This is an optimization exercise on Yosys and OpenROAD, whose aim is small area, not a production implementation. Only simulation tests tie the RTL to the original design; equivalence was not proved. Power and IR drop assume default switching activity.

==> v2 <==
==> flow/design.v <==
module FIFO #(
  parameter DEPTH   = 16,
  parameter DATA_W  = 32
)(
  input         wire              clk,
  input         wire              reset,
  input         wire              push_i,
  input         wire[DATA_W-1:0]  push_data_i,
  input         wire              pop_i,
  output        wire[DATA_W-1:0]  pop_data_o,
  output        wire              full_o,
  output        wire              empty_o
);
  localparam AW = $clog2(DEPTH);
  logic [DATA_W-1:0] mem [DEPTH];   
  logic [AW:0]       cnt;           
  logic              popped;        
  assign full_o  = cnt[AW];
  assign empty_o = (cnt == 0);
  wire push_ok = push_i & ~full_o;
  wire pop_ok  = pop_i & ~empty_o;
  always_ff @(posedge clk or posedge reset)
    if (reset) begin
      cnt    <= '0;
      popped <= 1'b0;
    end else begin
      cnt    <= cnt + {{AW{1'b0}}, push_ok} - {{AW{1'b0}}, pop_ok};
      popped <= pop_ok;
    end
  always_ff @(posedge clk)
    if (push_ok) begin
      mem[0] <= push_data_i;
      for (int i = 1; i < DEPTH; i++)
        mem[i] <= mem[i-1];
    end
  assign pop_data_o = popped ? mem[cnt[AW-1:0]] : '0;
endmodule
==> flow/run.sh <==
#!/bin/bash
# synth_recipe.tcl (not shown) runs the flow's synth.tcl, then flattens the netlist and writes it again
# the make line also repeats each setting of config.mk as NAME=value (left out here)
make -C /OpenROAD-flow-scripts/flow DESIGN_CONFIG=/design/flow/config.mk WORK_HOME=/design/flow/orfs CLKGATE_MAP_FILE= SYNTH_SCRIPT=/design/flow/synth_recipe.tcl finish
==> flow/config.mk <==
export PLATFORM = sky130hd
export DESIGN_NAME = FIFO
export DESIGN_NICKNAME = FIFO
export VERILOG_FILES = /design/flow/design.v
export SDC_FILE = /design/flow/constraint.sdc
export NUM_CORES = 4
export LEC_CHECK = 0
export CAP_MARGIN = 20
export CORE_MARGIN = 2
export CORE_UTILIZATION = 40
export SLEW_MARGIN = 20
==> flow/constraint.sdc <==
create_clock -name core_clock -period 5.0 [get_ports {clk}]
set_input_delay 1.0000 -clock core_clock [delete_from_list [all_inputs] [get_ports {clk}]]
set_output_delay 1.0000 -clock core_clock [all_outputs]
set_load 0.01 [all_outputs]
==> v38 (differences from v2) <==
==> flow/design.v, changed modules only <==
module FIFO #(
  parameter DEPTH   = 16,
  parameter DATA_W  = 32
)(
  input         wire              clk,
  input         wire              reset,
  input         wire              push_i,
  input         wire[DATA_W-1:0]  push_data_i,
  input         wire              pop_i,
  output        wire[DATA_W-1:0]  pop_data_o,
  output        wire              full_o,
  output        wire              empty_o
);
  logic [DATA_W-1:0] mem [16];   
  logic [4:0]        cnt;        
  logic              popped;     
  assign full_o  = cnt[4];
  assign empty_o = (cnt == 5'd0);
  wire push_ok = push_i & ~full_o;
  wire pop_ok  = pop_i & ~empty_o;
  wire up      = push_ok & ~pop_ok;
  wire down    = pop_ok & ~push_ok;
  logic [4:0] tog, ones, zeros;   
  always_comb begin
    ones[0]  = 1'b1;
    zeros[0] = 1'b1;
    for (int i = 1; i < 5; i++) begin
      ones[i]  = ones[i-1] & cnt[i-1];
      zeros[i] = zeros[i-1] & ~cnt[i-1];
    end
    tog = ({5{up}} & ones) | ({5{down}} & zeros);
  end
  always_ff @(posedge clk or posedge reset)
    if (reset) begin
      cnt    <= 5'd0;
      popped <= 1'b0;
    end else begin
      cnt    <= cnt ^ tog;
      popped <= pop_ok;
    end
  always_ff @(posedge clk)
    if (push_ok) begin
      mem[0] <= push_data_i;
      for (int i = 1; i < 16; i++)
        mem[i] <= mem[i-1];
    end
  logic [15:0] sel;
  always_comb
    for (int i = 0; i < 16; i++)
      sel[i] = popped & (cnt[3:0] == 4'(i));
  for (genvar b = 0; b < DATA_W; b++) begin : g_rd
    wire [5:0] t;
    wire       x;
    FIFO_aoi222 u_t0 (.a(sel[0]),  .b(mem[0][b]),  .c(sel[1]),  .d(mem[1][b]),  .e(sel[2]),  .f(mem[2][b]),  .y(t[0]));
    FIFO_aoi222 u_t1 (.a(sel[3]),  .b(mem[3][b]),  .c(sel[4]),  .d(mem[4][b]),  .e(sel[5]),  .f(mem[5][b]),  .y(t[1]));
    FIFO_aoi222 u_t2 (.a(sel[6]),  .b(mem[6][b]),  .c(sel[7]),  .d(mem[7][b]),  .e(sel[8]),  .f(mem[8][b]),  .y(t[2]));
    FIFO_aoi222 u_t3 (.a(sel[9]),  .b(mem[9][b]),  .c(sel[10]), .d(mem[10][b]), .e(sel[11]), .f(mem[11][b]), .y(t[3]));
    FIFO_aoi222 u_t4 (.a(sel[12]), .b(mem[12][b]), .c(sel[13]), .d(mem[13][b]), .e(sel[14]), .f(mem[14][b]), .y(t[4]));
    FIFO_nand2  u_t5 (.a(sel[15]), .b(mem[15][b]), .y(t[5]));
    FIFO_nand3  u_x  (.a(t[0]), .b(t[1]), .c(t[2]), .y(x));
    FIFO_nand4b u_o  (.a_n(x), .b(t[3]), .c(t[4]), .d(t[5]), .y(pop_data_o[b]));
  end
endmodule
module FIFO_aoi222 (input wire a, b, c, d, e, f, output wire y);
  assign y = ~((a & b) | (c & d) | (e & f));
endmodule
module FIFO_nand2 (input wire a, b, output wire y);
  assign y = ~(a & b);
endmodule
module FIFO_nand3 (input wire a, b, c, output wire y);
  assign y = ~(a & b & c);
endmodule
module FIFO_nand4b (input wire a_n, b, c, d, output wire y);
  assign y = ~(~a_n & b & c & d);
endmodule
==> flow/flow/run.sh (new file) <==
#!/bin/bash
set -e
export BUFFER_PORTS_ARGS="-buffer_cell sky130_fd_sc_hd__buf_1"
export CTS_ARGS="-sink_clustering_enable -repair_clock_nets -sink_clustering_size 16 -sink_clustering_max_diameter 50 -buf_list {sky130_fd_sc_hd__clkbuf_8} -root_buf sky130_fd_sc_hd__clkbuf_16 -dont_use_dummy_load"
bash standard.sh > standard.log 2>&1
==> flow/standard.sh (new file) <==
#!/bin/bash
# synth_recipe.tcl (not shown) runs the flow's synth.tcl, then flattens the netlist and writes it again
# the make line also repeats each setting of config.mk as NAME=value (left out here)
make -C /OpenROAD-flow-scripts/flow DESIGN_CONFIG=/design/flow/config.mk WORK_HOME=/design/flow/orfs CLKGATE_MAP_FILE= SYNTH_SCRIPT=/design/flow/synth_recipe.tcl "${@:-finish}"
--- a/flow/config.mk
+++ b/flow/config.mk
@@ -8,4 +8,5 @@
 export CAP_MARGIN = 20
 export CORE_MARGIN = 2
-export CORE_UTILIZATION = 40
+export CORE_UTILIZATION = 80
 export SLEW_MARGIN = 20
+export SYNTH_HIERARCHICAL = 1
removed: flow/run.sh
==> qor summary <==
Result of the run: v38 complete, no violations; v2 complete, no violations
Relative slew slack: v38 22.5%; v2 38.5%
Global routing usage on met1: v38 45.3%; v2 25.5%
Multi-Input Combinational: v38 299; v2 456
Proportion of synthesized area in mux cells: v38 0.0556%; v2 2.12%
Placer Congestion: v38 0.805; v2 0.770
Reg-to-reg endpoint: v38 mem[4][4]; v2 cnt[4]
Share of final-layout standard cells stronger than drive strength 1: v38 8.54%; v2 12.5%
Well Taps: v38 280; v2 615
Post-synthesis instance area: v38 0.0180 mm2; v2 0.0195 mm2
Post-route fraction of the period consumed by the critical path: v38 82.5%; v2 95.7%
Final instance count without filler cells: v38 1,228; v2 1,800
Logic power comb: v38 1.90 mW; v2 4.16 mW

==> afterwards: timing with drivers on the ports <==
The results above use ideal ports. As a check the final layouts listed here were re-extracted and re-timed, cells and wires unchanged. Step 1: set_driving_cell puts a clkbuf_16 on clk and a buf_2 on each other input, an assumption about the parent block. Step 2, shift: input delay + t, output delay - t, t = (earliest + latest rising clock arrival at the registers) / 2. This alone moves slack from input paths to output paths. a / b / c = ideal ports / drivers / drivers and shift; a / b = the first two.
run | t (ns) | setup slack, ns | clock arrival spread, ns | slew at the worst register clock pin (ns) | worst data-port slew with drivers (ns)
v2 | 0.639 | 0.217 / 0.164 / 0.803 | 0.030 / 0.029 | 0.06 / 0.06 | 0.04
v38 | 0.544 | 0.876 / 0.829 / 1.374 | 0.031 / 0.031 | 0.10 / 0.10 | 0.05
After both steps every run listed still meets setup and hold.
